What follows belongs to an exercise in optimizing a design on an open flow for small area; a production flow would make more cautious choices.
Only simulation tests tie the RTL to the original design; equivalence was not proved.
Power is estimated from default activity; no workload was simulated.

==> design.v <==
module avalon_csr
(
	input  wire         clk,
	input  wire         rst,
	output wire         mm_waitrequest,
	output wire [31:0]  mm_readdata,
	output wire         mm_readdatavalid,
	input  wire [31:0]  mm_writedata,
	input  wire [9:0]   mm_address,
	input  wire         mm_write,
	input  wire         mm_read,
	output wire [31:0]  reg0,
	output wire [31:0]  reg1,
	output wire [31:0]  reg2,
	output wire [31:0]  reg3,
	output wire [31:0]  reg4
);
reg [31:0] regs [0:7];
reg        rvalid;
reg [7:0]  rsel;
wire        hit = (mm_address[9:5] == 5'd0) && (mm_address[1:0] == 2'd0);
wire [31:0] wdata = mm_writedata & {32{~rst}};
genvar i;
generate
	for (i = 0; i < 8; i = i + 1) begin : g_reg
		always @(posedge clk)
			if (rst || (mm_write && hit && mm_address[4:2] == i))
				regs[i] <= wdata;
	end
endgenerate
always @(posedge clk) begin
	rvalid <= mm_read & ~rst;
end
generate
	for (i = 0; i < 8; i = i + 1) begin : g_sel
		always @(posedge clk)
			rsel[i] <= hit && (mm_address[4:2] == i);
	end
endgenerate
reg [31:0] rdata;
integer k;
always @(*) begin
	rdata = 32'd0;
	for (k = 0; k < 8; k = k + 1)
		rdata = rdata | (regs[k] & {32{rsel[k]}});
end
assign mm_waitrequest   = 1'b0;
assign mm_readdatavalid = rvalid;
assign mm_readdata      = rdata;
assign reg0 = regs[0];
assign reg1 = regs[1];
assign reg2 = regs[2];
assign reg3 = regs[3];
assign reg4 = regs[4];
endmodule
module dma_from_sdram
(
	input  wire        clk,
	input  wire        rst,
	input  wire        start,
	input  wire [28:0] begin_address,
	input  wire [31:0] size_buffer,
	output wire [28:0] sdram0_data_address,
	input  wire        sdram0_data_waitrequest,
	input  wire [47:0] sdram0_data_readdata,
	input  wire        sdram0_data_readdatavalid,
	output wire        sdram0_data_read,
	output wire [7:0]  sdram0_data_burstcount,
	output wire [9:0]  dist_address,
	output wire [47:0] dist_data,
	output wire        write_enable
);
localparam IDLE = 3'd0, READ = 3'd1, RESP = 3'd2, WRITE = 3'd3, STOP = 3'd4;
reg [2:0]  state;
reg [28:0] addr;
reg [31:0] count;
reg [47:0] data;
wire        step = (state == WRITE);
wire [31:0] count_c;
wire [28:0] addr_c;
genvar i;
generate
	for (i = 0; i < 32; i = i + 1) begin : g_cinc
		if (i % 8 == 0) begin : g_blk
			if (i == 0)
				assign count_c[i] = step;
			else
				assign count_c[i] = step & (&count[i-1:0]);
		end else begin : g_rip
			assign count_c[i] = count_c[i-1] & count[i-1];
		end
	end
	for (i = 0; i < 29; i = i + 1) begin : g_ainc
		if (i % 8 == 0) begin : g_blk
			if (i == 0)
				assign addr_c[i] = step;
			else
				assign addr_c[i] = step & (&addr[i-1:0]);
		end else begin : g_rip
			assign addr_c[i] = addr_c[i-1] & addr[i-1];
		end
	end
endgenerate
wire [31:0] count_next = count ^ count_c;
always @(posedge clk) begin
	data <= sdram0_data_readdata;
	addr  <= (state == IDLE) ? begin_address : (addr ^ addr_c);
	count <= count_next & {32{~rst}};
	if (rst)
		state <= IDLE;
	else
		case (state)
			IDLE:  if (start) state <= READ;
			READ:  if (!sdram0_data_waitrequest) state <= RESP;
			RESP:  if (sdram0_data_readdatavalid) state <= WRITE;
			WRITE: state <= (count_next == size_buffer) ? STOP : READ;
			default: state <= STOP;
		endcase
end
assign sdram0_data_address    = addr;
assign sdram0_data_read       = (state == READ);
assign sdram0_data_burstcount = 8'd1;
assign dist_address           = count[9:0];
assign dist_data              = data;
assign write_enable           = (state == WRITE);
endmodule
module matrix
(
	input  wire        rst_n,
	input  wire        clk,
	output reg         r0,
	output reg         g0,
	output reg         b0,
	output reg         r1,
	output reg         g1,
	output reg         b1,
	output reg         r2,
	output reg         g2,
	output reg         b2,
	output reg         r3,
	output reg         g3,
	output reg         b3,
	output wire [2:0]  a,
	output wire        blank,
	output reg         sclk,
	output wire        latch,
	output wire [9:0]  mem_address,
	input  wire        mem_enable,
	input  wire [47:0] mem_output_data
);
reg [12:0] t;
reg        first;
reg [1:0]  rd_bit;
reg [2:0]  rd_row;
wire shifting = (t[12:9] == 4'd0);
wire [13:0] t_c;
assign t_c[0] = 1'b1;
genvar j;
generate
	for (j = 0; j < 13; j = j + 1) begin : g_tinc
		assign t_c[j+1] = t_c[j] & t[j];
	end
endgenerate
wire [12:0] t_inc = t ^ t_c[12:0];
wire neg = &t[12:9];
reg  expire;
always @(*) begin
	if (first)
		expire = ~t[12] & t[9] & t[8] & t[7] & t[6];               
	else
		case (rd_bit)
			2'd1: expire = ~t[12] & t[9] & t[8] & t[7] & t[5] & t[3] & t[2];           
			2'd2: expire = ~t[12] & t[10] & t[9] & t[8] & t[6] & t[5] & t[3] & t[2];   
			2'd3: expire = ~t[12] & t[11] & t[10] & t[9] & t[7] & t[6] & t[5] & t[3] & t[2];  
			default: expire = ~t[9] & t[12] & t[11] & t[10] & t[8] & t[7] & t[6] & t[5] & t[3] & t[2];  
		endcase
end
wire late   = neg & t[4] & (t[3] | (t[2] & t[1]));    
wire at_m1  = neg & (t[4:0] == 5'b11111);    
wire [4:0] plane = {rd_row, rd_bit};
wire [5:0] p_c;
assign p_c[0] = at_m1;
generate
	for (j = 0; j < 5; j = j + 1) begin : g_pinc
		assign p_c[j+1] = p_c[j] & plane[j];
	end
endgenerate
wire [3:0] psel;
assign psel[0] = mem_enable & (rd_bit == 2'd0);
assign psel[1] = mem_enable & (rd_bit == 2'd1);
assign psel[2] = mem_enable & (rd_bit == 2'd2);
assign psel[3] = mem_enable & (rd_bit == 2'd3);
wire [11:0] bits;
genvar i;
generate
	for (i = 0; i < 12; i = i + 1) begin : g_bit
		wire [3:0] nib = mem_output_data[4*i+3:4*i];
		assign bits[i] = |(nib & psel);
	end
endgenerate
always @(posedge clk) begin
	if (rst_n) begin
		t      <= 13'd0;
		first  <= 1'b1;
		rd_bit <= 2'd0;
		rd_row <= 3'd0;
		sclk   <= 1'b0;
		{r3, g3, b3, r2, g2, b2, r1, g1, b1, r0, g0, b0} <= 12'd0;
	end else begin
		if (expire)
			t <= -13'sd19;
		else
			t <= t_inc;
		if (at_m1)
			first <= 1'b0;
		{rd_row, rd_bit} <= plane ^ p_c[4:0];
		sclk <= shifting && (t[1:0] == 2'd3);
		if (shifting && t[1:0] == 2'd1)
			{r3, g3, b3, r2, g2, b2, r1, g1, b1, r0, g0, b0} <= bits;
	end
end
assign blank = neg ? ~at_m1 : first;
assign latch = late & ~at_m1;
wire a_lags = (rd_bit == 2'd0) & ~first & ~late;
assign a = rd_row - {2'd0, a_lags};
assign mem_address = {rd_row, shifting ? t[8:2] : 7'd0};
endmodule
module memory_mux (
	input  wire [9:0]  slave_0_dist_address,
	input  wire [47:0] slave_0_dist_data,
	input  wire        slave_0_write_enable,
	input  wire [9:0]  slave_1_dist_address,
	output wire [9:0]  master_dist_address,
	output wire [47:0] master_dist_data,
	output wire        master_write_enable,
	input  wire        mux
);
assign master_dist_address = mux ? slave_1_dist_address : slave_0_dist_address;
assign master_dist_data    = slave_0_dist_data;
assign master_write_enable = ~mux & slave_0_write_enable;
endmodule
module led_matrix_soc (
	input  wire         clk,
	input  wire         rst,
	output wire         mm_waitrequest,
	output wire [31:0]  mm_readdata,
	output wire         mm_readdatavalid,
	input  wire [31:0]  mm_writedata,
	input  wire [9:0]   mm_address,
	input  wire         mm_write,
	input  wire         mm_read,
	output wire [28:0]  sdram_address,
	input  wire         sdram_waitrequest,
	input  wire [63:0]  sdram_readdata,
	input  wire         sdram_readdatavalid,
	output wire         sdram_read,
	output wire [7:0]   sdram_burstcount,
	output wire [9:0]   ram_address,
	output wire [47:0]  ram_data,
	output wire         ram_wren,
	input  wire [47:0]  ram_q,
	output wire         r0,
	output wire         g0,
	output wire         b0,
	output wire         r1,
	output wire         g1,
	output wire         b1,
	output wire         r2,
	output wire         g2,
	output wire         b2,
	output wire         r3,
	output wire         g3,
	output wire         b3,
	output wire [2:0]   a,
	output wire         blank,
	output wire         sclk,
	output wire         latch
);
wire [31:0] dma_start;
wire [31:0] begin_dma_address;
wire [31:0] size_of_buffer;
wire [31:0] mem_mux;
wire [31:0] matrix_rst;
wire [47:0] dist_dma;
wire        write_enable;
wire [9:0]  dist_address;
wire [9:0]  matrix_memory_address;
avalon_csr avalon_csr (
	.clk              (clk),
	.rst              (rst),
	.mm_waitrequest   (mm_waitrequest),
	.mm_readdata      (mm_readdata),
	.mm_readdatavalid (mm_readdatavalid),
	.mm_writedata     (mm_writedata),
	.mm_address       (mm_address),
	.mm_write         (mm_write),
	.mm_read          (mm_read),
	.reg0             (dma_start),
	.reg1             (begin_dma_address),
	.reg2             (size_of_buffer),
	.reg3             (mem_mux),
	.reg4             (matrix_rst)
);
matrix matrix (
	.rst_n            (matrix_rst[0]),
	.clk              (clk),
	.r0               (r0),
	.g0               (g0),
	.b0               (b0),
	.r1               (r1),
	.g1               (g1),
	.b1               (b1),
	.r2               (r2),
	.g2               (g2),
	.b2               (b2),
	.r3               (r3),
	.g3               (g3),
	.b3               (b3),
	.a                (a),
	.blank            (blank),
	.sclk             (sclk),
	.latch            (latch),
	.mem_address      (matrix_memory_address),
	.mem_enable       (mem_mux[0]),
	.mem_output_data  (ram_q)
);
dma_from_sdram dma_from_sdram (
	.clk                       (clk),
	.rst                       (rst),
	.start                     (dma_start[0]),
	.begin_address             (begin_dma_address[28:0]),
	.size_buffer               (size_of_buffer),
	.sdram0_data_address       (sdram_address),
	.sdram0_data_waitrequest   (sdram_waitrequest),
	.sdram0_data_readdata      (sdram_readdata[47:0]),
	.sdram0_data_readdatavalid (sdram_readdatavalid),
	.sdram0_data_read          (sdram_read),
	.sdram0_data_burstcount    (sdram_burstcount),
	.dist_address              (dist_address),
	.dist_data                 (dist_dma),
	.write_enable              (write_enable)
);
memory_mux memory_mux (
	.slave_0_dist_address (dist_address),
	.slave_0_dist_data    (dist_dma),
	.slave_0_write_enable (write_enable),
	.slave_1_dist_address (matrix_memory_address),
	.master_dist_address  (ram_address),
	.master_dist_data     (ram_data),
	.master_write_enable  (ram_wren),
	.mux                  (mem_mux[0])
);
endmodule
==> flow/run.sh <==
#!/bin/bash
# The standard layout (the standard.sh, standard synthesis unchanged),
# with each port buffered by the smallest buffer cell instead of the
# default clkdlybuf4s50_1.
set -euo pipefail
bash standard.sh "BUFFER_PORTS_ARGS=-buffer_cell sky130_fd_sc_hd__buf_1" finish > flow_standard.log 2>&1
==> standard.sh <==
#!/bin/bash
# synth_recipe.tcl (not shown) runs the flow's synth.tcl, then flattens the netlist and writes it again
# the make line also repeats each setting of config.mk as NAME=value (left out here)
make -C /OpenROAD-flow-scripts/flow DESIGN_CONFIG=/design/flow/config.mk WORK_HOME=/design/flow/orfs CLKGATE_MAP_FILE= SYNTH_SCRIPT=/design/flow/synth_recipe.tcl "${@:-finish}"
==> config.mk <==
export PLATFORM = sky130hd
export DESIGN_NAME = led_matrix_soc
export DESIGN_NICKNAME = led_matrix_soc
export VERILOG_FILES = /design/flow/design.v
export SDC_FILE = /design/flow/constraint.sdc
export NUM_CORES = 4
export LEC_CHECK = 0
export CAP_MARGIN = 20
export CORE_MARGIN = 2
export CORE_UTILIZATION = 65
export CTS_BUF_LIST = sky130_fd_sc_hd__clkbuf_8
export CTS_CLUSTER_DIAMETER = 100
export CTS_CLUSTER_SIZE = 15
export SLEW_MARGIN = 20
==> constraint.sdc <==
create_clock -name core_clock -period 5.0 [get_ports {clk}]
set_input_delay 1.0000 -clock core_clock [delete_from_list [all_inputs] [get_ports {clk}]]
set_output_delay 1.0000 -clock core_clock [all_outputs]
set_load 0.01 [all_outputs]
==> results.toml, run 1 <==
[clocking]
root_buffer = "clkbuf_8"
insertion_delay_ps = 620
cts_buffer_depth = 3
cts_buffers = 31
cts_hold_buf = 0
h-tree-depth = 1
post_cts_buffers = 0
cts_resized = 0
cts_tree = "built"
clkSlewWorstSetupHoldPaths_ps = 100
clock-sinks = 409

[synth]
seq_area_frac_synth = 0.6895
synth_edf_count = 256
synth_xor_area_frac = 0.02415
netlist.area_leader.share = 0.4930
ys.warnings.count = 4
ys.flop_type = "edfxtp_1"
synthMuxAreaShare = 0.03892
synth_area_leaders = "edfxtp_1 49%, dfxtp_1 20%, a22oi_1 6.7%, ha_1 5.7%, nor2b_1 2.6%"
ys_types = 53
synth_area_per_cell_um2 = 14.98
synth_compound_area_frac = 0.08674
synth-seq-cells = 409
synth_top_area_cell = "edfxtp_1"
synth_area_um2 = 15590
yosys.area_share.simple = 0.07727
syn_inst = 1041
ys_async_sr_fraction = 0
synth_top_family_by_area = "compound AO/OA/AOI/OAI gates"
synthAdderAreaFrac = 0.05697

[timing]
timing.setup.tns_ps = 0
finClkSkew_ps = 15.51
setup_viol = 0
maxSlewViolCount = 0
period_share = 0.7678
hold-worst-slack_ps = 471.5
rsz0062_at_grt = "false"
relSlewSlack = 0.3289
finalHoldViolations = 0
tightest_slew_ps = 1007
min_period_ps = 3839
max_freq_mhz = 260.5

[final_layout]
drive_gt1_frac = 0.09165
fin_cells = 1661
layout.nets = 1548
area_growth_pct = 12.30
n_antenna_cell = 0
post-route-util = 0.7438

[critical_path]
endpoint_kind = "register"
rr_endpoint = "dma_from_sdram.state[2]"
r2r_cells = 17
crit_start = "dma_from_sdram.state[1]"
worstPathArrival_ps = 4410
start_kind = "register"
r2r-start = "dma_from_sdram.state[1]"
crit_type = "register to register"
cp_data_required_time_ps = 5570
r2r_slack_ps = 1160
crit_end = "dma_from_sdram.state[2]"
crit_fanout = 7

[min_path]
hp-start = "sdram_readdata[31]"
hold_path_class = "input port to register"

[floorplan]
start_util = 0.6623
ioPinCount = 309
die_area_um2 = 25240
row_count = 56
die_x_um = 158.9
die_h_um = 158.9
design.core.area_um2 = 23540

[route]
ant_nets = 0
num_vias = 9796
route.detailed.wl_per_inst_um = 21.26
dr.pass1.iters = 7
drcViolationCount = 0
drt_iter0_markers = 900
routed_wl_um = 35320
vias_per_cell = 5.898

[global_routing]
antenna_found_initial = 0
grt_max_degree = 60
grt-ovfl-total = 0
grt_pass1_vias = 9745
grt_pass1_wl_um = 53700
grt_use_total = 0.2740

[run]
max-cap-violations = 0

[placement]
dpl.cell_count = 1603
place.gp.congestion = 0.8049
place.port_buffers = 283
dp.final_hpwl_um = 22370

[power]
ir_drop_mv = 0.3148
power_density_nw_per_um2 = 343.8
finalPower_uw = 6020
power.leakage_uw = 0.006414

[run_status]
status = "complete, no violations"
[cell families (layout without fill, tap and decap cells)]
logic type	count (synthesis)	in the layout
buffers and inverters	86	380
other	2	9
adders and majority gates	71	71
xor gates and xnor gates	43	43
AOI/OAI and AO/OA	183	183
DFF	409	409
muxes	42	42
and+or+nand+nor	205	205
[synth_stat cells, types with 2 or more instances]
library cell    n
a21oi_2        11
edfxtp_1      256
xor2_1         30
xnor2_1        13
clkbuf_1       36
nor3_2          2
mux2_2         28
nor3b_1         2
or2_2           2
a21oi_1         3
ha_1           71
o21ai_0        13
buf_2           6
mux4_2         12
and2_1          3
dfxtp_1       153
buf_4          12
nand4_1        47
nor3_1          5
o21bai_1        8
and4_1          2
nor4_1         11
nor2b_1        65
nand2b_1        2
nor2_1         32
conb_1          2
a22oi_1       140
nand3_1         2
nand2_1        19
inv_1          27
buf_6           4
[power by group]
group	internal [uW]	leakage, uW	switching, uW
Combinational	161	0.00231	261
Sequential	3850	0.00374	125
Clock	590	0.000369	1030
[worst max-delay path: stages, from the launching register on]
cell and delay, ps:
dfxtp_1 560, nand3b_4 160, nor3_2 270, inv_1 60, nor3_1 280, and2_1 190, ha_1 190, ha_1 180
ha_1 160, ha_1 140, ha_1 140, ha_1 140, ha_1 240, xor2_1 170, nor4_1 280, nand4_1 170
nor4b_1 310, o21ba_2 160
[metrics by stage]
| step | setup slack [ps] | area [um2] |
|---|---|---|
| after floorplan | 1482 | 15620 |
| after global placement | 1350 | 16960 |
| after detailed placement | 1226 | 16960 |
| after CTS | 1164 | 17510 |
| after global routing | 893.3 | 17510 |
| final | 1161 | 17510 |
[placed cells by master, fill, tap and decap left out, types with 2 or more instances in the layout]
| cell type | instances |
|---|---|
| a21oi_1 | 3 |
| a21oi_2 | 11 |
| a22oi_1 | 140 |
| and2_1 | 3 |
| and4_1 | 2 |
| buf_1 | 282 |
| buf_4 | 11 |
| clkbuf_8 | 31 |
| conb_1 | 9 |
| dfxtp_1 | 145 |
| dfxtp_2 | 8 |
| edfxtp_1 | 256 |
| ha_1 | 71 |
| inv_1 | 52 |
| mux2_2 | 28 |
| mux4_2 | 12 |
| nand2_1 | 19 |
| nand2b_1 | 2 |
| nand3_1 | 2 |
| nand4_1 | 47 |
| nor2_1 | 32 |
| nor2b_1 | 65 |
| nor3_1 | 5 |
| nor3b_1 | 2 |
| nor4_1 | 11 |
| o21ai_0 | 13 |
| o21bai_4 | 7 |
| or2_2 | 2 |
| xnor2_1 | 13 |
| xor2_1 | 30 |
[sequential cells by signal (all words and copies together), names as in the netlist, 2 cells and up]
register / count
dma_from_sdram.addr: 29
matrix.rd_row: 3
dma_from_sdram.state: 3
dma_from_sdram.data: 48
matrix.rd_bit: 2
matrix.t: 13
avalon_csr.rsel: 8
dma_from_sdram.count: 32
avalon_csr.regs: 256
[how the worst min path moves through the flow]
| stage | depth (start not counted) | end |
|---|---|---|
| after global routing | 1 | dma_from_sdram.data[25] |
| after detailed placement | 1 | matrix.t[0] |
| after global placement | 1 | matrix.t[0] |
| after CTS | 1 | dma_from_sdram.data[31] |
| after floorplan | 1 | matrix.t[0] |
| final | 1 | dma_from_sdram.data[31] |
[layout make-up]
| cell class | instances | area, um2 |
|---|---|---|
| sequential | 409 | 10760 |
| inverter | 28 | 105.1 |
| timing repair buffer | 294 | 1146 |
| tap | 319 | 399.1 |
| multi-input combinational | 553 | 4552 |
| fill | 1558 | 6032 |
| clock buffer | 31 | 426.7 |
| clock inverter | 27 | 121.4 |
[routing by layer]
metal / vias to the layer above / wire (um) / track usage
met4: 0 / 571 / 0.05000
li1: 4500 / - / -
met1: 4793 / 14460 / 0.3834
met5: - / 0 / 0
met3: 43 / 2929 / 0.03840
met2: 460 / 17360 / 0.4690
==> run 2: changes to the inputs <==
==> run.sh (new file) <==
#!/bin/bash
# synth_recipe.tcl (not shown) runs the flow's synth.tcl, then flattens the netlist and writes it again
# the make line also repeats each setting of config.mk as NAME=value (left out here)
make -C /OpenROAD-flow-scripts/flow DESIGN_CONFIG=/design/flow/config.mk WORK_HOME=/design/flow/orfs CLKGATE_MAP_FILE= SYNTH_SCRIPT=/design/flow/synth_recipe.tcl finish
removed: flow/run.sh
removed: standard.sh
==> results.toml, run 2 <==
[clocking]
h-tree-depth = 1
insertion_delay_ps = 630
cts_hold_buf = 0
post_cts_buffers = 0
clock-sinks = 409
clkSlewWorstSetupHoldPaths_ps = 100
cts_tree = "built"
root_buffer = "clkbuf_8"
cts_buffer_depth = 3
cts_resized = 0
cts_buffers = 31

[synth]
seq_area_frac_synth = 0.6895
syn_inst = 1041
synth_area_um2 = 15590
synth_edf_count = 256
synth_area_leaders = "edfxtp_1 49%, dfxtp_1 20%, a22oi_1 6.7%, ha_1 5.7%, nor2b_1 2.6%"
synth_area_per_cell_um2 = 14.98
synth-seq-cells = 409
yosysMostFrequentCell = "edfxtp_1"
netlist.area_leader.share = 0.4930
ys_types = 53
ys.flop_type = "edfxtp_1"
synth_top_area_cell = "edfxtp_1"
yosys-top-cells-count = "256 x edfxtp_1, 153 x dfxtp_1, 140 x a22oi_1"
ys.warnings.count = 4
ys_async_sr_fraction = 0

[floorplan]
die_h_um = 158.9
row_count = 56
die_area_um2 = 25240
start_util = 0.6623
die_x_um = 158.9
ioPinCount = 309
design.core.area_um2 = 23540

[timing]
max_freq_mhz = 258.2
finClkSkew_ps = 40.26
tightest_slew_ps = 1035
setup_viol = 0
period_share = 0.7746
hold-worst-slack_ps = 507.1
final.setup.worst_slack_ps = 1127
relSlewSlack = 0.3102
rsz0062_at_grt = "false"
finalHoldViolations = 0
min_period_ps = 3873
maxSlewViolCount = 0
timing.setup.tns_ps = 0

[min_path]
hold_path_class = "register to register"

[route]
ant_nets = 0
route.detailed.wl_per_inst_um = 22.04
vias_per_cell = 5.951
drt_iter0_markers = 886
num_vias = 9891
drcViolationCount = 0
routed_wl_um = 36640
dr.pass1.iters = 5

[final_layout]
final_common_cell = "clkdlybuf4s50_1"
post-route-util = 0.8168
top_regs = "avalon_csr.regs (256), dma_from_sdram.data (48), dma_from_sdram.count (32)"
layout_common_cells = "282 x clkdlybuf4s50_1, 256 x edfxtp_1, 145 x dfxtp_1"
top_register = "avalon_csr.regs"
area_growth_pct = 23.33
n_antenna_cell = 0
drive_gt1_frac = 0.09233
largest_reg_flops = 256
layout.nets = 1549

[critical_path]
crit_fanout = 7
critPathMaxStageDelay_ps = 560
crit_type = "register to register"
critPathTopFamily = "simple AND/OR/NAND/NOR gates"
slowest_stage = "dfxtp_1"
start_kind = "register"
crit_buf_inv = 1
cp_data_required_time_ps = 5590
endpoint_kind = "register"
crit_chain = "nand3b_4 > nor3_2 > inv_1 > nor3_1 > and2_1 > ha_1 > ha_1 > ha_1 > ha_1 > ha_1 > ha_1 > ha_1 > xor2_1 > nor4_1 > nand4_1 > nor4b_1 > o21ba_2"
crit_top_cell = "ha_1"
worstPathArrival_ps = 4460

[global_routing]
grt_pass1_vias = 10190
grt-ovfl-total = 0
antenna_found_initial = 0
grt_use_total = 0.2856
grt_max_degree = 60
grt_pass1_wl_um = 56060

[placement]
dp.final_hpwl_um = 23740
pre_cts_ws_ps = 1119
place.gp.congestion = 0.8147
place.port_buffers = 283

[power]
ir_drop_mv = 0.3065
power_density_nw_per_um2 = 322.1
power.leakage_uw = 0.007153
finalPower_uw = 6193

[run]
max-cap-violations = 0

[run_status]
status = "complete, no violations"
-- run 2: cell counts after synthesis --
Identical to the previous run, type by type.
-- run 2: kinds of logic (layout without fill, tap and decap cells) --
group,Yosys count,after routing,synth area share
flip-flops,409,409,0.6895
AND/OR/NAND/NOR,205,205,0.07728
AO/OA/AOI/OAI,183,183,0.08674
buffers and inverters,86,381,0.02600
adder cells (fa/ha/maj),71,71,0.05697
XOR/XNOR,43,43,0.02415
multiplexers,42,42,0.03892
other,2,9,0.0004816
-- run 2: power by group --
part	switching, uW	internal (uW)	leakage, uW
sequential	130	3850	0.00374
clock	1040	590	0.000369
combinational	264	323	0.00305
total	1430	4760	0.00715
-- run 2: layer usage --
metal | vias to the layer above | GRT usage | share of wire
met5 | - | 0 | 0
met4 | 0 | 0.07355 | 0.026
met3 | 76 | 0.06688 | 0.10
met2 | 549 | 0.4839 | 0.49
met1 | 4775 | 0.3757 | 0.38
li1 | 4491 | - | -
-- run 2: layout make-up --
cell class | count | area (um2)
sequential | 409 | 10760
multi-input combinational | 553 | 4499
fill | 1348 | 4313
timing repair buffer | 295 | 2918
clock buffer | 31 | 426.7
tap | 319 | 399.1
clock inverter | 27 | 121.4
inverter | 28 | 105.1
-- run 2: path summary, 6_finish.rpt --
kind              slack [ps]                      end                     from  cells past startpoint
hold / removal           510              matrix.t[0]              matrix.t[0]                      1
hold reg to reg          510              matrix.t[0]              matrix.t[0]                      1
setup / recovery        1130  dma_from_sdram.state[2]  dma_from_sdram.state[0]                     17
setup reg to reg        1130  dma_from_sdram.state[2]  dma_from_sdram.state[0]                     17
-- run 2: stage by stage --
stage	instance area (um2)	cells
after CTS	19230	1662
after detailed placement	18680	1604
after floorplan	15620	1048
after global placement	18680	1604
final	19230	1662
after global routing	19230	1662
==> run 3: changes to the inputs <==
==> flow/run.sh (new file) <==
#!/bin/bash
# The standard layout (the standard.sh, standard synthesis unchanged),
# with each port buffered by the smallest buffer cell instead of the
# default clkdlybuf4s50_1, and a clock tree of clkbuf_8 without dummy loads.
set -euo pipefail
bash standard.sh "BUFFER_PORTS_ARGS=-buffer_cell sky130_fd_sc_hd__buf_1" \
  "CTS_ARGS=-sink_clustering_enable -repair_clock_nets -sink_clustering_size 15 -sink_clustering_max_diameter 100 -buf_list sky130_fd_sc_hd__clkbuf_8 -dont_use_dummy_load" \
  finish > flow_standard.log 2>&1
==> standard.sh (new file) <==
#!/bin/bash
# synth_recipe.tcl (not shown) runs the flow's synth.tcl, then flattens the netlist and writes it again
# the make line also repeats each setting of config.mk as NAME=value (left out here)
make -C /OpenROAD-flow-scripts/flow DESIGN_CONFIG=/design/flow/config.mk WORK_HOME=/design/flow/orfs CLKGATE_MAP_FILE= SYNTH_SCRIPT=/design/flow/synth_recipe.tcl "${@:-finish}"
--- a/config.mk
+++ b/config.mk
@@ -7,8 +7,5 @@
 export LEC_CHECK = 0
 export CAP_MARGIN = 20
 export CORE_MARGIN = 2
-export CORE_UTILIZATION = 65
-export CTS_BUF_LIST = sky130_fd_sc_hd__clkbuf_8
-export CTS_CLUSTER_DIAMETER = 100
-export CTS_CLUSTER_SIZE = 15
+export CORE_UTILIZATION = 55
 export SLEW_MARGIN = 20
removed: run.sh
==> results.toml, run 3 <==
[floorplan]
start_util = 0.5597
ioPinCount = 309
die_x_um = 172.4
design.core.area_um2 = 27860
die_h_um = 172.4
die_area_um2 = 29710
row_count = 61

[final_layout]
drive_gt1_frac = 0.09408
layout.nets = 1551
fin_cells = 1698
top_regs = "avalon_csr.regs (256), dma_from_sdram.data (48), dma_from_sdram.count (32)"
final_common_cell = "buf_1"
largest_reg_flops = 256
layout_common_cells = "282 x buf_1, 256 x edfxtp_1, 145 x dfxtp_1"
area_growth_pct = 12.22
stdcell_area_um2 = 17500
top_register = "avalon_csr.regs"

[min_path]
hold_path_class = "input port to register"
holdPathEnd = "dma_from_sdram.data[34]"
hp-start = "sdram_readdata[34]"
min_path_cells = 1

[synth]
synth_top_area_cell = "edfxtp_1"
synth_area_per_cell_um2 = 14.98
synth_area_leaders = "edfxtp_1 49%, dfxtp_1 20%, a22oi_1 6.7%, ha_1 5.7%, nor2b_1 2.6%"
netlist.area_leader.share = 0.4930
ys.warnings.count = 4
synthAdderAreaFrac = 0.05697
syn_inst = 1041
synth_top_family_by_area = "compound AO/OA/AOI/OAI gates"
seq_area_frac_synth = 0.6895
synth_edf_count = 256
yosys-top-cells-count = "256 x edfxtp_1, 153 x dfxtp_1, 140 x a22oi_1"
ys_types = 53
synth-seq-cells = 409
yosys.area_share.simple = 0.07727
synthMuxAreaShare = 0.03892
synth_compound_area_frac = 0.08674
synth_area_um2 = 15590
yosysMostFrequentCell = "edfxtp_1"
synth_xor_area_frac = 0.02415
ys.flop_type = "edfxtp_1"
ys_async_sr_fraction = 0

[route]
dr.pass1.iters = 4
drt_iter0_markers = 678
vias_per_cell = 5.584
drcViolationCount = 0
num_vias = 9482
ant_nets = 0
route.detailed.wl_per_inst_um = 21.16
routed_wl_um = 35930

[critical_path]
r2r_slack_ps = 1130
crit_buf_inv = 1
crit_fanout = 7
crit_type = "register to register"
cp_data_required_time_ps = 5520
worstPathArrival_ps = 4390
crit_chain = "nand3b_4 > nor3_2 > inv_1 > nor3_1 > and2_1 > ha_1 > ha_1 > ha_1 > ha_1 > ha_1 > ha_1 > ha_1 > xor2_1 > nor4_1 > nand4_1 > nor4b_1 > o21ba_2"
critPathMaxStageDelay_ps = 540
critPathTopFamily = "simple AND/OR/NAND/NOR gates"
endpoint_kind = "register"
crit_top_cell = "ha_1"
rr_endpoint = "dma_from_sdram.state[2]"
r2r_cells = 17
start_kind = "register"
slowest_stage = "dfxtp_1"
r2r-start = "dma_from_sdram.state[0]"

[clocking]
cts_resized = 0
insertion_delay_ps = 620
clock-sinks = 409
h-tree-depth = 1
root_buffer = "clkbuf_8"
cts_tree = "built"
cts_buffers = 31
cts_buffer_depth = 3
clkSlewWorstSetupHoldPaths_ps = 100
cts_hold_buf = 0
post_cts_buffers = 0

[timing]
relSlewSlack = 0.2901
max_freq_mhz = 258.6
min_period_ps = 3867
rsz0062_at_grt = "false"
maxSlewViolCount = 0
period_share = 0.7735
tightest_slew_ps = 1065
finalHoldViolations = 0
setup_viol = 0
timing.setup.tns_ps = 0
finClkSkew_ps = 62.96

[power]
power.leakage_uw = 0.006283
ir_drop_mv = 0.2409
power_density_nw_per_um2 = 338.1

[global_routing]
grt_max_degree = 60
grt_pass1_wl_um = 53240
grt_use_total = 0.2394
grt_pass1_vias = 9259
grt-ovfl-total = 0
antenna_found_initial = 2

[placement]
post_dp_cell_area_um2 = 17070
place.port_buffers = 283
place.gp.congestion = 0.8323
dpl.cell_count = 1665
dp.final_hpwl_um = 22920

[run]
max-cap-violations = 0

[run_status]
status = "complete, no violations"
[run 3: cell counts after synthesis]
Identical to the previous run, type by type.
[run 3: how the worst max path moves through the flow]
stage | from | endpoint | cells after the start
2_1_floorplan | mm_address[7] | avalon_csr.regs[1][0] | 5
3_3_place_gp | dma_from_sdram.state[0] | dma_from_sdram.state[2] | 17
3_5_place_dp | dma_from_sdram.state[0] | dma_from_sdram.state[2] | 17
4_1_cts | dma_from_sdram.state[0] | dma_from_sdram.state[2] | 17
5_1_grt | dma_from_sdram.state[1] | dma_from_sdram.state[2] | 17
6_report | dma_from_sdram.state[0] | dma_from_sdram.state[2] | 17
[run 3: layout make-up]
class,instances,area [um2]
Tap cell,378,473.0
Multi-Input combinational cell,553,4559
Sequential cell,409,10760
Antenna cell,2,5.005
Timing Repair Buffer,297,1169
Clock buffer,31,426.7
Inverter,28,105.1
Fill cell,2208,10360
[run 3: metrics by stage]
stage,hold WS (ps),utilization,setup slack (ps),power [uW]
floorplan,441.2,-,1482,4266
global placement,459.2,0.6126,1284,4466
detailed placement,495.3,0.6126,1220,4479
CTS,418.2,0.6279,1092,5972
global route,430.9,0.6281,785.1,6144
finish,463.4,0.6281,1133,5916
[run 3: report_power, final]
group / switching, uW / total, uW / internal [uW] / leakage [uW]
clock: 972 / 1520 / 552 / 0.000223
sequential: 122 / 3970 / 3850 / 0.00374
combinational: 260 / 423 / 163 / 0.00232
total: 1350 / 5920 / 4560 / 0.00628
[run 3: cell families after synthesis]
group,after synthesis
and+or+nand+nor,205
other,2
xor gates and xnor gates,43
buffers and inverters,86
DFF,409
AOI/OAI and AO/OA,183
muxes,42
adders and majority gates,71
[run 3: layer usage]
metal  routed length, um  up-vias  GRT usage
met1               16810     4676     0.3562
met3                1682       38    0.02609
met4                 540        0    0.03946
met2               16900      288     0.3892
li1                    -     4480          -
met5                   0        -          0
==> run 4: changes to the inputs <==
--- a/config.mk
+++ b/config.mk
@@ -7,5 +7,5 @@
 export LEC_CHECK = 0
 export CAP_MARGIN = 20
 export CORE_MARGIN = 2
-export CORE_UTILIZATION = 55
+export CORE_UTILIZATION = 75
 export SLEW_MARGIN = 20
==> results.toml, run 4 <==
[run_status]
status = "complete, no violations"

[timing]
relSlewSlack = 0.3527
finalHoldViolations = 0
finClkSkew_ps = 15.23
max_freq_mhz = 251.3
period_share = 0.7960
maxSlewViolCount = 0
min_period_ps = 3980
rsz0062_at_grt = "false"
tightest_slew_ps = 970.9
timing.setup.tns_ps = 0
setup_viol = 0

[floorplan]
die_h_um = 148.2
ioPinCount = 309
design.core.area_um2 = 20300
die_area_um2 = 21960
die_x_um = 148.2
start_util = 0.7681
row_count = 52

[synth]
synth_edf_count = 256
synth_area_um2 = 15590
netlist.area_leader.share = 0.4930
yosysMostFrequentCell = "edfxtp_1"
synth_area_per_cell_um2 = 14.98
synth-seq-cells = 409
synth_top_area_cell = "edfxtp_1"
ys.flop_type = "edfxtp_1"
ys_async_sr_fraction = 0
yosys-top-cells-count = "256 x edfxtp_1, 153 x dfxtp_1, 140 x a22oi_1"
ys.warnings.count = 4
synth_area_leaders = "edfxtp_1 49%, dfxtp_1 20%, a22oi_1 6.7%, ha_1 5.7%, nor2b_1 2.6%"
seq_area_frac_synth = 0.6895
syn_inst = 1041
ys_types = 53

[clocking]
h-tree-depth = 1
cts_buffers = 31
clock-sinks = 409
root_buffer = "clkbuf_8"
post_cts_buffers = 0
clkSlewWorstSetupHoldPaths_ps = 90
cts_hold_buf = 0
insertion_delay_ps = 610
cts_resized = 0
cts_buffer_depth = 3
cts_tree = "built"

[final_layout]
final_common_cell = "buf_1"
n_antenna_cell = 0
area_growth_pct = 10.99
drive_gt1_frac = 0.09202
top_regs = "avalon_csr.regs (256), dma_from_sdram.data (48), dma_from_sdram.count (32)"
layout_common_cells = "282 x buf_1, 256 x edfxtp_1, 145 x dfxtp_1"
top_register = "avalon_csr.regs"
fill_cells = 994
post-route-util = 0.8525
layout.nets = 1548
stdcell_area_um2 = 17310
largest_reg_flops = 256

[global_routing]
grt-ovfl-total = 0
grt_pass1_wl_um = 56670
grt_pass1_vias = 10650
grt_max_degree = 57
antenna_found_initial = 1
grt_use_total = 0.3415

[critical_path]
crit_fanout = 7
crit_type = "register to register"
r2r-start = "dma_from_sdram.state[0]"
endpoint_kind = "register"
rr_endpoint = "dma_from_sdram.state[2]"
crit_chain = "nand3b_4 > nor3_2 > inv_1 > nor3_1 > and2_1 > ha_1 > ha_1 > ha_1 > ha_1 > ha_1 > ha_1 > ha_1 > xor2_1 > nor4_1 > nand4_1 > nor4b_1 > o21ba_2"
slowest_stage = "dfxtp_1"
worstPathArrival_ps = 4530
r2r_cells = 17
crit_start = "dma_from_sdram.state[0]"
start_kind = "register"
critPathMaxStageDelay_ps = 550
r2r_slack_ps = 1020
crit_end = "dma_from_sdram.state[2]"
crit_top_cell = "ha_1"
cp_data_required_time_ps = 5550

[min_path]
hold_path_class = "input port to register"
hp-start = "sdram_readdata[38]"

[route]
route.detailed.wl_per_inst_um = 23.66
vias_per_cell = 6.382
drcViolationCount = 0
routed_wl_um = 37510
num_vias = 10120
ant_nets = 0
drt_iter0_markers = 1026
dr.pass1.iters = 5

[power]
p_sw_uw = 1382
intPower_uw = 4563
power_density_nw_per_um2 = 343.6
p_seq_frac = 0.670
comb_power_share = 0.074
p_clk_frac = 0.257
power.leakage_uw = 0.006265
switching_share = 0.2325
ir_drop_mv = 0.3055

[placement]
post_dp_cell_area_um2 = 16880
place.port_buffers = 283
place.gp.congestion = 0.8505
dp.final_hpwl_um = 24390

[run]
max-cap-violations = 0
-- run 4: final cells by class --
type,instances,area [um2],area share
inverter,28,105.1,0.006073
multi-input combinational,553,4529,0.2617
clock buffer,31,426.7,0.02465
tap,270,337.8,0.01952
sequential,409,10760,0.6218
timing repair buffer,294,1146,0.06623
-- run 4: critical path, delay by kind of cell (launching register included) --
kind,cells,cell delay [ps]
AO/OA/AOI/OAI,1,170
XOR/XNOR,1,170
adder cells (fa/ha/maj),7,1190
buffers and inverters,1,60
flip-flops,1,550
AND/OR/NAND/NOR,7,1790
-- run 4: cells by family after synthesis --
| logic type | count (synthesis) | synth area share |
|---|---|---|
| AO/OA/AOI/OAI | 183 | 0.08674 |
| flip-flops | 409 | 0.6895 |
| multiplexers | 42 | 0.03892 |
| other | 2 | 0.0004816 |
| XOR/XNOR | 43 | 0.02415 |
| adder cells (fa/ha/maj) | 71 | 0.05697 |
| AND/OR/NAND/NOR | 205 | 0.07728 |
| buffers and inverters | 86 | 0.02600 |
-- run 4: per-layer routing --
metal,part of all wire,track usage
met5,0,0
met1,0.36,0.4380
met4,0.029,0.1190
met2,0.51,0.5938
met3,0.11,0.06166
-- run 4: through the flow --
step                hold slack, ps  std cells  worst slack (ps)  power (uW)
floorplan                    441.2       1048              1482        4266
global placement             458.8       1554              1228        4445
detailed placement           465.1       1554              1077        4491
CTS                          451.3       1585              1051        5938
global route                 459.7       1585             821.9        6115
finish                       480.5       1585              1020        5946
-- run 4: worst min-delay path by stage --
stage	slack, ps	endpoint	cells past startpoint
floorplan	440	matrix.t[0]	1
global placement	460	matrix.t[0]	1
detailed placement	470	matrix.t[0]	1
CTS	450	dma_from_sdram.data[27]	1
global route	460	dma_from_sdram.data[27]	1
finish	480	dma_from_sdram.data[38]	1
-- run 4: power groups by stage --
stage	sequential (uW)	clock (uW)	combinational, uW
6_report	3980	1530	437
3_3_place_gp	4040	0	409
3_5_place_dp	4060	0	433
2_1_floorplan	4050	0	217
5_1_grt	4010	1640	472
4_1_cts	3980	1520	438
==> run 5: changes to the inputs <==
--- a/config.mk
+++ b/config.mk
@@ -7,5 +7,5 @@
 export LEC_CHECK = 0
 export CAP_MARGIN = 20
 export CORE_MARGIN = 2
-export CORE_UTILIZATION = 75
+export CORE_UTILIZATION = 65
 export SLEW_MARGIN = 20
==> results.toml, run 5 <==
[run_status]
status = "complete, no violations"

[placement]
dpl.cell_count = 1603
dp.final_hpwl_um = 22370
place.port_buffers = 283
post_dp_cell_area_um2 = 16960
place.gp.congestion = 0.8049

[route]
m1WireLength_um = 14190
drcViolationCount = 0
ant_nets = 0
wl_met3_um = 3106
num_vias = 9769
drt_iter0_markers = 851
top_layer = "met4"
met2_length_um = 17090
route.detailed.wl_per_inst_um = 21.46
routed_wl_um = 35060
vias_per_cell = 5.979
dr.pass1.iters = 5

[power]
intPower_uw = 4561
switching_share = 0.2278
p_clk_frac = 0.256
power.leakage_uw = 0.006268
comb_power_share = 0.071
p_sw_uw = 1346
p_seq_frac = 0.673
power_density_nw_per_um2 = 339.7
ir_drop_mv = 0.3002

[timing]
min_period_ps = 3829
period_share = 0.7658
finalHoldViolations = 0
maxSlewViolCount = 0
tightest_slew_ps = 1001
relSlewSlack = 0.3327
finClkSkew_ps = 40.58
setup_viol = 0
rsz0062_at_grt = "false"
max_freq_mhz = 261.2
timing.setup.tns_ps = 0

[synth]
ys.warnings.count = 4
synth_area_um2 = 15590
synth_area_per_cell_um2 = 14.98
synth_area_leaders = "edfxtp_1 49%, dfxtp_1 20%, a22oi_1 6.7%, ha_1 5.7%, nor2b_1 2.6%"
ys.flop_type = "edfxtp_1"
yosys.area_share.simple = 0.07727
yosys-top-cells-count = "256 x edfxtp_1, 153 x dfxtp_1, 140 x a22oi_1"
synth_top_family_by_area = "compound AO/OA/AOI/OAI gates"
synth-seq-cells = 409
yosysMostFrequentCell = "edfxtp_1"
synthMuxAreaShare = 0.03892
ys_async_sr_fraction = 0
syn_inst = 1041
synth_compound_area_frac = 0.08674
synth_top_area_cell = "edfxtp_1"
netlist.area_leader.share = 0.4930
synth_xor_area_frac = 0.02415
ys_types = 53
synth_edf_count = 256
seq_area_frac_synth = 0.6895
synthAdderAreaFrac = 0.05697

[clocking]
h-tree-depth = 1
post_cts_buffers = 0
cts_tree = "built"
clkSlewWorstSetupHoldPaths_ps = 100
root_buffer = "clkbuf_8"
cts_buffers = 31
clock-sinks = 409
cts_resized = 0
cts_hold_buf = 0
cts_buffer_depth = 3
insertion_delay_ps = 610

[final_layout]
largest_reg_flops = 256
layout_common_cells = "282 x buf_1, 256 x edfxtp_1, 145 x dfxtp_1"
top_regs = "avalon_csr.regs (256), dma_from_sdram.data (48), dma_from_sdram.count (32)"
post-route-util = 0.7386
layout.nets = 1548
drive_gt1_frac = 0.09202
n_antenna_cell = 0
top_register = "avalon_csr.regs"
final_common_cell = "buf_1"
area_growth_pct = 11.52
fill_cells = 1558
stdcell_area_um2 = 17390
fin_cells = 1634

[global_routing]
grt_max_degree = 60
grt_use_total = 0.2726
grt_pass1_wl_um = 53410
antenna_found_initial = 0
grt-ovfl-total = 0
grt_pass1_vias = 9745

[min_path]
hold_path_class = "input port to register"

[floorplan]
ioPinCount = 309
start_util = 0.6623
die_x_um = 158.9
design.core.area_um2 = 23540
die_area_um2 = 25240
row_count = 56
die_h_um = 158.9

[critical_path]
crit_fanout = 7
endpoint_kind = "register"
cp_data_required_time_ps = 5530
start_kind = "register"
worstPathArrival_ps = 4360
crit_type = "register to register"

[run]
max-cap-violations = 0
[run 5: cell counts after synthesis]
Identical to the previous run, type by type.
[run 5: cell families (layout without fill, tap and decap cells)]
group                    after synthesis  after routing
buffers and inverters                 86            353
XOR/XNOR                              43             43
AO/OA/AOI/OAI                        183            183
adder cells (fa/ha/maj)               71             71
flip-flops                           409            409
AND/OR/NAND/NOR                      205            205
multiplexers                          42             42
other                                  2              9
[run 5: power by group through the flow]
stage          Combinational [uW]  Clock (uW)  Sequential (uW)
2_1_floorplan                 217           0             4050
3_3_place_gp                  414           0             4040
3_5_place_dp                  425           0             4050
4_1_cts                       427        1530             3970
5_1_grt                       463        1640             4000
6_report                      421        1510             3970
[run 5: routing by layer]
metal | up-vias | global-route usage
met5 | - | 0
met2 | 509 | 0.4669
met3 | 48 | 0.04101
li1 | 4467 | -
met4 | 0 | 0.05372
met1 | 4745 | 0.3774
[run 5: cell type report]
| type | instances | area [um2] | area share |
|---|---|---|---|
| clock buffers | 31 | 426.7 | 0.02454 |
| inverters | 28 | 105.1 | 0.006044 |
| multi-input cells | 553 | 4552 | 0.2618 |
| flip-flops and latches | 409 | 10760 | 0.6188 |
| well taps | 319 | 399.1 | 0.02295 |
| repair buffers | 294 | 1146 | 0.06591 |
[run 5: worst max-delay path, stage by stage, from the launching register on]
cell and delay, ps:
dfxtp_1 560, nand3b_4 160, nor3_2 270, inv_1 60, nor3_1 280, and2_1 180
ha_1 190, ha_1 180, ha_1 160, ha_1 140, ha_1 140, ha_1 140
ha_1 240, xor2_1 170, nor4_1 280, nand4_1 170, nor4b_1 310, o21ba_2 160
[run 5: final timing paths]
path / startpoint / endpoint / slack [ps] / depth (start not counted)
worst max-delay path: dma_from_sdram.state[1] / dma_from_sdram.state[2] / 1170 / 17
worst min-delay path: sdram_readdata[31] / dma_from_sdram.data[31] / 470 / 1
worst max register to register: dma_from_sdram.state[1] / dma_from_sdram.state[2] / 1170 / 17
worst min register to register: matrix.t[0] / matrix.t[0] / 500 / 1
[run 5: per-stage QoR]
stage | hold WS, ps | total power, uW | worst slack, ps
floorplan | 441.2 | 4266 | 1482
global placement | 459.9 | 4453 | 1350
finish | 474.4 | 5907 | 1171
detailed placement | 470.9 | 4476 | 1226
CTS | 449.4 | 5928 | 1174
global route | 450.0 | 6106 | 894.8
==> run 6: changes to the inputs <==
==> flow/run.sh (replaced) <==
#!/bin/bash
# The standard layout (the standard.sh, standard synthesis unchanged),
# with each port buffered by the smallest buffer cell instead of the
# default clkdlybuf4s50_1, and a clock tree of clkbuf_16 without dummy loads.
set -euo pipefail
bash standard.sh "BUFFER_PORTS_ARGS=-buffer_cell sky130_fd_sc_hd__buf_1" \
  "CTS_ARGS=-sink_clustering_enable -repair_clock_nets -sink_clustering_size 22 -sink_clustering_max_diameter 100 -buf_list sky130_fd_sc_hd__clkbuf_16 -dont_use_dummy_load" \
  finish > flow_standard.log 2>&1
==> results.toml, run 6 <==
[synth]
yosysMostFrequentCell = "edfxtp_1"
ys.warnings.count = 4
synth_area_per_cell_um2 = 14.98
netlist.area_leader.share = 0.4930
synth-seq-cells = 409
synth_compound_area_frac = 0.08674
synth_area_leaders = "edfxtp_1 49%, dfxtp_1 20%, a22oi_1 6.7%, ha_1 5.7%, nor2b_1 2.6%"
ys_async_sr_fraction = 0
yosys.area_share.simple = 0.07727
synth_edf_count = 256
synth_xor_area_frac = 0.02415
ys.flop_type = "edfxtp_1"
synthAdderAreaFrac = 0.05697
synth_top_family_by_area = "compound AO/OA/AOI/OAI gates"
ys_types = 53
synthMuxAreaShare = 0.03892
yosys-top-cells-count = "256 x edfxtp_1, 153 x dfxtp_1, 140 x a22oi_1"
seq_area_frac_synth = 0.6895
syn_inst = 1041
synth_area_um2 = 15590
synth_top_area_cell = "edfxtp_1"

[clocking]
clkSlewWorstSetupHoldPaths_ps = 90
post_cts_buffers = 0
cts_resized = 0
clock-sinks = 409
cts_tree = "built"
cts_buffer_depth = 3
h-tree-depth = 1
insertion_delay_ps = 540
cts_hold_buf = 0
cts_buffers = 22
root_buffer = "clkbuf_16"

[global_routing]
grt_use_total = 0.2755
grt_pass1_vias = 9730
grt_pass1_wl_um = 53800
grt_max_degree = 60
antenna_found_initial = 0
grt-ovfl-total = 0

[critical_path]
cp_data_required_time_ps = 5470
r2r_slack_ps = 1220
critPathMaxStageDelay_ps = 550
start_kind = "register"
crit_end = "dma_from_sdram.state[2]"
rr_endpoint = "dma_from_sdram.state[2]"
worstPathArrival_ps = 4250
crit_start = "dma_from_sdram.state[1]"
crit_chain = "nand3b_4 > nor3_2 > inv_1 > nor3_1 > and2_1 > ha_1 > ha_1 > ha_1 > ha_1 > ha_1 > ha_1 > ha_1 > xor2_1 > nor4_1 > nand4_1 > nor4b_1 > o21ba_2"
r2r-start = "dma_from_sdram.state[1]"
crit_fanout = 7
endpoint_kind = "register"
r2r_cells = 17
crit_top_cell = "ha_1"
crit_type = "register to register"
slowest_stage = "dfxtp_1"

[run]
max-cap-violations = 0

[floorplan]
die_area_um2 = 25240
ioPinCount = 309
die_x_um = 158.9
design.core.area_um2 = 23540
start_util = 0.6623
die_h_um = 158.9
row_count = 56

[timing]
relSlewSlack = 0.3288
period_share = 0.7564
hold-worst-slack_ps = 499.5
maxSlewViolCount = 0
finClkSkew_ps = 27.23
setup_viol = 0
finalHoldViolations = 0
min_period_ps = 3782
tightest_slew_ps = 1007
timing.setup.tns_ps = 0
max_freq_mhz = 264.4
rsz0062_at_grt = "false"

[route]
dr.pass1.iters = 6
drcViolationCount = 0
ant_nets = 0
vias_per_cell = 5.985
route.detailed.wl_per_inst_um = 21.84
drt_iter0_markers = 821
num_vias = 9726
routed_wl_um = 35490

[final_layout]
drive_gt1_frac = 0.08576
top_register = "avalon_csr.regs"
largest_reg_flops = 256
n_antenna_cell = 0
top_regs = "avalon_csr.regs (256), dma_from_sdram.data (48), dma_from_sdram.count (32)"
area_growth_pct = 12.32
stdcell_area_um2 = 17510
layout_common_cells = "282 x buf_1, 256 x edfxtp_1, 145 x dfxtp_1"
fill_cells = 1544
final_common_cell = "buf_1"
layout.nets = 1539

[power]
ir_drop_mv = 0.3601
power.leakage_uw = 0.006316
power_density_nw_per_um2 = 352.0

[min_path]
hold_path_class = "register to register"
min_path_cells = 1

[placement]
place.port_buffers = 283
dp.final_hpwl_um = 22370
post_dp_cell_area_um2 = 16960
place.gp.congestion = 0.8049

[run_status]
status = "complete, no violations"
run 6: cell counts after synthesis:
Identical to the previous run, type by type.
run 6: worst min path at each step:
stage                                     start                endpoint
final                               matrix.t[0]             matrix.t[0]
after floorplan                     matrix.t[0]             matrix.t[0]
after detailed placement            matrix.t[0]             matrix.t[0]
after global placement              matrix.t[0]             matrix.t[0]
after CTS                           matrix.t[0]             matrix.t[0]
after global routing      avalon_csr.regs[1][0]  dma_from_sdram.addr[0]
run 6: layout make-up:
cell class                      count  area [um2]  share of cell area
Clock buffer                       22       550.5             0.03144
Inverter                           28       105.1            0.006001
Multi-Input combinational cell    553        4552              0.2599
Sequential cell                   409       10760              0.6144
Tap cell                          319       399.1             0.02279
Timing Repair Buffer              294        1146             0.06544
run 6: worst max-delay path, delay by kind of cell, from the launching register on:
kind	cells	cell delay, ps
simple gates	7	1650
flops	1	550
buf+inv	1	60
xor+xnor	1	170
fa+ha+maj	7	1150
compound gates	1	160
run 6: layer usage:
metal | global-route usage | part of all wire
met5 | 0 | 0
met4 | 0.06405 | 0.021
met3 | 0.04023 | 0.082
met2 | 0.4736 | 0.49
met1 | 0.3763 | 0.41
run 6: power breakdown:
part           internal [uW]  switching [uW]  leakage [uW]
registers               3850             126       0.00374
clock network            786             982      0.000271
logic                    161             261       0.00231
total                   4800            1370       0.00632
run 6: per-stage QoR:
step | cells | total power, uW | setup WS (ps) | utilization
after floorplan | 1048 | 4266 | 1482 | -
after global placement | 1603 | 4453 | 1350 | 0.7205
after detailed placement | 1603 | 4476 | 1226 | 0.7205
after CTS | 1625 | 6183 | 1194 | 0.7439
after global routing | 1625 | 6362 | 895.4 | 0.7439
final | 1625 | 6164 | 1218 | 0.7439
run 6: kinds of logic after synthesis:
kind of cell	Yosys count
adder cells (fa/ha/maj)	71
AND/OR/NAND/NOR	205
XOR/XNOR	43
AO/OA/AOI/OAI	183
other	2
buffers and inverters	86
flip-flops	409
multiplexers	42
==> run 7: changes to the inputs <==
==> flow/run.sh (replaced) <==
#!/bin/bash
# The standard layout (the standard.sh, standard synthesis unchanged),
# with each port buffered by the smallest buffer cell instead of the
# default clkdlybuf4s50_1, and a clock tree of clkbuf_4 without dummy loads.
set -euo pipefail
bash standard.sh "BUFFER_PORTS_ARGS=-buffer_cell sky130_fd_sc_hd__buf_1" \
  "CTS_ARGS=-sink_clustering_enable -repair_clock_nets -sink_clustering_size 8 -sink_clustering_max_diameter 100 -buf_list sky130_fd_sc_hd__clkbuf_4 -dont_use_dummy_load" \
  finish > flow_standard.log 2>&1
==> results.toml, run 7 <==
[timing]
finalHoldViolations = 0
min_period_ps = 3790
period_share = 0.7580
timing.setup.tns_ps = 0
finClkSkew_ps = 103.0
relSlewSlack = 0.3380
hold-worst-slack_ps = 373.3
tightest_slew_ps = 993.1
rsz0062_at_grt = "false"
setup_viol = 0
maxSlewViolCount = 0
max_freq_mhz = 263.9

[run]
max-cap-violations = 0

[critical_path]
critPathMaxStageDelay_ps = 550
endpoint_kind = "register"
crit_end = "dma_from_sdram.state[2]"
critPathTopFamily = "simple AND/OR/NAND/NOR gates"
r2r_cells = 17
cp_data_required_time_ps = 5570
crit_start = "dma_from_sdram.state[1]"
crit_buf_inv = 1
slowest_stage = "dfxtp_1"
r2r-start = "dma_from_sdram.state[1]"
rr_endpoint = "dma_from_sdram.state[2]"
crit_fanout = 7
crit_chain = "nand3b_4 > nor3_2 > inv_1 > nor3_1 > and2_1 > ha_1 > ha_1 > ha_1 > ha_1 > ha_1 > ha_1 > ha_1 > xor2_1 > nor4_1 > nand4_1 > nor4b_1 > o21ba_2"
start_kind = "register"
worstPathArrival_ps = 4360
crit_top_cell = "ha_1"
r2r_slack_ps = 1210
worst-path-stages = 17
crit_type = "register to register"

[synth]
synth_area_um2 = 15590
yosys-top-cells-count = "256 x edfxtp_1, 153 x dfxtp_1, 140 x a22oi_1"
seq_area_frac_synth = 0.6895
ys_types = 53
synth-seq-cells = 409
ys_async_sr_fraction = 0
ys.warnings.count = 4
ys.flop_type = "edfxtp_1"
syn_inst = 1041
synth_top_area_cell = "edfxtp_1"
synth_edf_count = 256
synth_area_leaders = "edfxtp_1 49%, dfxtp_1 20%, a22oi_1 6.7%, ha_1 5.7%, nor2b_1 2.6%"
synth_area_per_cell_um2 = 14.98
yosysMostFrequentCell = "edfxtp_1"
netlist.area_leader.share = 0.4930

[floorplan]
row_count = 56
die_area_um2 = 25240
die_x_um = 158.9
ioPinCount = 309
die_h_um = 158.9
design.core.area_um2 = 23540
start_util = 0.6623

[clocking]
clkSlewWorstSetupHoldPaths_ps = 80
cts_buffers = 57
h-tree-depth = 2
insertion_delay_ps = 720
clock-sinks = 409
cts_tree = "built"
cts_buffer_depth = 3
root_buffer = "clkbuf_4"
cts_hold_buf = 0
cts_resized = 0
post_cts_buffers = 0

[route]
drt_iter0_markers = 782
routed_wl_um = 35360
dr.pass1.iters = 5
drcViolationCount = 0
vias_per_cell = 5.935
route.detailed.wl_per_inst_um = 21.30
num_vias = 9852
ant_nets = 0

[global_routing]
antenna_found_initial = 0
gr-usage-met1 = 0.3792
grt_pass1_wl_um = 54050
grt_pass1_vias = 9963
grt_use_total = 0.2766
grt_util_met3 = 0.04650
grt_max_degree = 60
busiest_layer = "met2"
met2_usage = 0.4700
grt-ovfl-total = 0

[power]
intPower_uw = 4530
switching_share = 0.2332
ir_drop_mv = 0.2688
p_seq_frac = 0.673
power.leakage_uw = 0.006307
power_density_nw_per_um2 = 339.8
p_clk_frac = 0.256
p_sw_uw = 1378
comb_power_share = 0.071

[min_path]
hold_path_class = "input port to register"

[final_layout]
top_register = "avalon_csr.regs"
fin_cells = 1660
layout_common_cells = "282 x buf_1, 256 x edfxtp_1, 145 x dfxtp_1"
n_antenna_cell = 0
layout.nets = 1574
top_regs = "avalon_csr.regs (256), dma_from_sdram.data (48), dma_from_sdram.count (32)"
area_growth_pct = 11.53
drive_gt1_frac = 0.1096
final_common_cell = "buf_1"
largest_reg_flops = 256

[run_status]
status = "complete, no violations"

[placement]
dp.final_hpwl_um = 22370
place.port_buffers = 283
place.gp.congestion = 0.8049
dpl.cell_count = 1603
-- run 7: cell counts after synthesis --
No cell type changed its count.
-- run 7: worst min-delay path by stage --
stage,start,end,slack (ps),cells past startpoint
floorplan,matrix.t[0],matrix.t[0],440,1
global placement,matrix.t[0],matrix.t[0],460,1
detailed placement,matrix.t[0],matrix.t[0],470,1
CTS,sdram_readdata[33],dma_from_sdram.data[33],340,1
global route,sdram_readdata[33],dma_from_sdram.data[33],330,1
finish,sdram_readdata[13],dma_from_sdram.data[13],370,1
-- run 7: metal layers --
metal,vias up,share of wire
met5,-,0
met4,0,0.019
met3,56,0.086
met2,476,0.49
met1,4782,0.41
li1,4538,-
-- run 7: kinds of logic after synthesis --
logic type / synth area share
AOI/OAI and AO/OA: 0.08674
muxes: 0.03892
adders and majority gates: 0.05697
buffers and inverters: 0.02600
DFF: 0.6895
other: 0.0004816
xor gates and xnor gates: 0.02415
and+or+nand+nor: 0.07728
-- run 7: power by group through the flow --
stage | logic (uW) | clock network (uW) | registers (uW)
3_5_place_dp | 425 | 0 | 4050
6_report | 421 | 1510 | 3970
2_1_floorplan | 217 | 0 | 4050
3_3_place_gp | 414 | 0 | 4040
5_1_grt | 463 | 1670 | 4000
4_1_cts | 427 | 1540 | 3970
-- run 7: layout make-up --
cell class	count	area (um2)
Inverter	28	105.1
Sequential cell	409	10760
Clock buffer	57	427.9
Multi-Input combinational cell	553	4552
Fill cell	1574	6152
Tap cell	319	399.1
Timing Repair Buffer	294	1146
-- run 7: stage by stage --
step           worst slack, ps  power [uW]    util  cell area (um2)
2_1_floorplan             1482        4266       -            15620
3_5_place_dp              1226        4476  0.7205            16960
6_report                  1210        5909  0.7387            17390
4_1_cts                   1196        5938  0.7387            17390
3_3_place_gp              1350        4453  0.7205            16960
5_1_grt                  897.0        6134  0.7387            17390
==> run 8: changes to the inputs <==
==> flow/run.sh (replaced) <==
#!/bin/bash
# The standard layout (the standard.sh, standard synthesis unchanged),
# with each port buffered by the smallest buffer cell instead of the
# default clkdlybuf4s50_1, and cells on paths with slack to spare sized
# down after global routing (ORFS's RECOVER_POWER step).
set -euo pipefail
bash standard.sh "BUFFER_PORTS_ARGS=-buffer_cell sky130_fd_sc_hd__buf_1" RECOVER_POWER=100 finish > flow_standard.log 2>&1
--- a/config.mk
+++ b/config.mk
@@ -8,4 +8,7 @@
 export CAP_MARGIN = 20
 export CORE_MARGIN = 2
 export CORE_UTILIZATION = 65
+export CTS_BUF_LIST = sky130_fd_sc_hd__clkbuf_8
+export CTS_CLUSTER_DIAMETER = 100
+export CTS_CLUSTER_SIZE = 15
 export SLEW_MARGIN = 20
==> results.toml, run 8 <==
[placement]
place.port_buffers = 283
post_dp_cell_area_um2 = 16960
place.gp.congestion = 0.8049
dp.final_hpwl_um = 22370
pre_cts_ws_ps = 1226

[final_layout]
seqCellArea_um2 = 10760
layout_common_cells = "282 x buf_1, 256 x edfxtp_1, 146 x dfxtp_1"
layout.nets = 1548
final_common_cell = "buf_1"
top_regs = "avalon_csr.regs (256), dma_from_sdram.data (48), dma_from_sdram.count (32)"
stdcell_area_um2 = 17390
fill_cells = 1575
n_antenna_cell = 0
largest_reg_flops = 256
area_growth_pct = 11.55
multi_input_area_um2 = 4463
top_register = "avalon_csr.regs"
drive_gt1_frac = 0.07675

[critical_path]
critPathMaxStageDelay_ps = 2290
r2r_slack_ps = 950
crit_chain = "buf_1 > nor4_1 > nand2_1 > inv_1 > nand3_1 > o21bai_1 > buf_4"
worstPathArrival_ps = 4530
cp_data_required_time_ps = 5300
worst-path-stages = 7
start_kind = "input port"
crit_end = "avalon_csr.regs[3][1]"
crit_start = "mm_address[7]"
crit_type = "input port to register"
r2r-start = "dma_from_sdram.state[1]"
endpoint_kind = "register"
r2r_cells = 17
crit_fanout = 23
crit_buf_inv = 3
critPathTopFamily = "compound AO/OA/AOI/OAI gates"
slowest_stage = "o21bai_1"
rr_endpoint = "dma_from_sdram.state[2]"

[timing]
relSlewSlack = -1.036
min_period_ps = 4231
max_freq_mhz = 236.4
finalHoldViolations = 0
tightest_slew_ps = 3048
timing.setup.tns_ps = 0
setup_viol = 0
hold-worst-slack_ps = 472.1
period_share = 0.8462
maxSlewViolCount = 270
final.setup.worst_slack_ps = 769.0
finClkSkew_ps = 13.00
rsz0062_at_grt = "false"

[global_routing]
grt_max_degree = 60
antenna_found_initial = 0
grt_pass1_wl_um = 53700
grt-ovfl-total = 0
grt_pass1_vias = 9745
grt_use_total = 0.2740

[route]
drcViolationCount = 0
route.detailed.wl_per_inst_um = 21.25
vias_per_cell = 5.908
routed_wl_um = 35300
ant_nets = 0
dr.pass1.iters = 5
drt_iter0_markers = 875
num_vias = 9813

[clocking]
root_buffer = "clkbuf_8"
post_cts_buffers = 0
h-tree-depth = 1
cts_hold_buf = 0
clock-sinks = 409
cts_resized = 0
clkSlewWorstSetupHoldPaths_ps = 90
cts_buffers = 31
cts_buffer_depth = 3
cts_tree = "built"
insertion_delay_ps = 620

[run_status]
status = "complete, but fails checks"
so_faults = "capacitance limit, slew limit"

[floorplan]
ioPinCount = 309
die_x_um = 158.9
design.core.area_um2 = 23540
die_h_um = 158.9
row_count = 56
start_util = 0.6623
die_area_um2 = 25240

[synth]
synth_edf_count = 256
synth_top_area_cell = "edfxtp_1"
yosys-top-cells-count = "256 x edfxtp_1, 153 x dfxtp_1, 140 x a22oi_1"
synth_area_leaders = "edfxtp_1 49%, dfxtp_1 20%, a22oi_1 6.7%, ha_1 5.7%, nor2b_1 2.6%"
netlist.area_leader.share = 0.4930
yosysMostFrequentCell = "edfxtp_1"
syn_inst = 1041
seq_area_frac_synth = 0.6895
ys_async_sr_fraction = 0
synth_area_um2 = 15590
ys_types = 53
ys.flop_type = "edfxtp_1"
synth_area_per_cell_um2 = 14.98
ys.warnings.count = 4
synth-seq-cells = 409

[power]
ir_drop_mv = 0.3098
power_density_nw_per_um2 = 345.7
power.leakage_uw = 0.006334

[run]
max-cap-violations = 11

[min_path]
hold_path_class = "input port to register"
==> run 8: report_power, final <==
part / total, uW / internal [uW] / switching, uW
combinational: 414 / 155 / 260
clock: 1620 / 590 / 1030
sequential: 3980 / 3850 / 125
total: 6010 / 4600 / 1410
==> run 8: stage by stage <==
step | instances | utilization | power, uW
6_report | 1661 | 0.7388 | 6012
5_1_grt | 1661 | 0.7388 | 6222
4_1_cts | 1661 | 0.7438 | 6039
3_5_place_dp | 1603 | 0.7205 | 4476
3_3_place_gp | 1603 | 0.7205 | 4453
2_1_floorplan | 1048 | - | 4266
==> run 8: cell families (layout without fill, tap and decap cells) <==
logic type / Yosys count / in the layout / share of synthesized area
DFF: 409 / 409 / 0.6895
buffers and inverters: 86 / 380 / 0.02600
adders and majority gates: 71 / 71 / 0.05697
xor gates and xnor gates: 43 / 43 / 0.02415
AOI/OAI and AO/OA: 183 / 183 / 0.08674
other: 2 / 9 / 0.0004816
and+or+nand+nor: 205 / 205 / 0.07728
muxes: 42 / 42 / 0.03892
==> run 8: worst reg2reg max path, cell delays in order, from the launching register on <==
cell and delay (ps):
dfxtp_1 520, nand3b_1 270, nor3_1 380, inv_1 80, nor3_1 290, and2_0 190, ha_1 190, ha_1 170
ha_1 160, ha_1 150, ha_1 140, ha_1 140, ha_1 240, xor2_1 170, nor4_1 290, nand4_1 170
nor4b_1 310, o21ba_2 160
==> run 8: area by class of cell <==
cell class,count,area share
clock inverters,27,0.006978
well taps,319,0.02295
flip-flops and latches,409,0.6186
repair buffers,294,0.06431
multi-input cells,553,0.2566
clock buffers,31,0.02453
inverters,28,0.006043
==> run 8: worst min-delay path by stage <==
stage,startpoint,to,slack [ps],depth (start not counted)
6_report,sdram_readdata[31],dma_from_sdram.data[31],470,1
3_5_place_dp,matrix.t[0],matrix.t[0],470,1
2_1_floorplan,matrix.t[0],matrix.t[0],440,1
4_1_cts,sdram_readdata[31],dma_from_sdram.data[31],450,1
5_1_grt,sdram_readdata[25],dma_from_sdram.data[25],450,1
3_3_place_gp,matrix.t[0],matrix.t[0],460,1
==> run 8: routing by layer <==
layer	wire (um)	vias to the layer above	track usage	share of wire
li1	-	4489	-	-
met1	14270	4769	0.3834	0.40
met2	17290	511	0.4690	0.49
met3	3145	44	0.03840	0.089
met4	600	0	0.05000	0.017
met5	0	-	0	0

-- port drivers added, routing unchanged --
Ports are ideal in the flow. The routed layouts listed here were re-timed in OpenROAD. Step 1: set_driving_cell puts a clkbuf_16 on clk and a buf_2 on each other input, an assumption about the parent block. Step 2 adds t to the input delays and takes it off the output delays; t is the mean of the earliest and latest rising clock arrival at the registers after step 1. Input paths then give back, and output paths get back, about the clock's delay inside the block. Three values: no drivers, after step 1, after step 2; two values: the first two.
| run | t, ns | slack for setup (ns) | clock arrival spread, ns |
|---|---|---|---|
| run 1 | 0.641 | 1.161 / 1.161 / 1.161 | 0.026 / 0.025 |
| run 2 | 0.647 | 1.127 / 1.127 / 1.127 | 0.041 / 0.041 |
| run 3 | 0.629 | 1.133 / 1.133 / 1.133 | 0.065 / 0.065 |
| run 4 | 0.615 | 1.020 / 1.020 / 1.020 | 0.060 / 0.060 |
| run 5 | 0.619 | 1.171 / 1.171 / 1.171 | 0.050 / 0.049 |
| run 6 | 0.551 | 1.218 / 1.218 / 1.218 | 0.048 / 0.048 |
| run 7 | 0.699 | 1.210 / 1.210 / 1.210 | 0.104 / 0.103 |
| run 8 | 0.639 | 0.769 / 0.782 / 0.142 | 0.023 / 0.023 |
For run 8, which loses most, drivers alone change the setup slack by +0.013 ns; drivers and shift together by -0.627 ns.
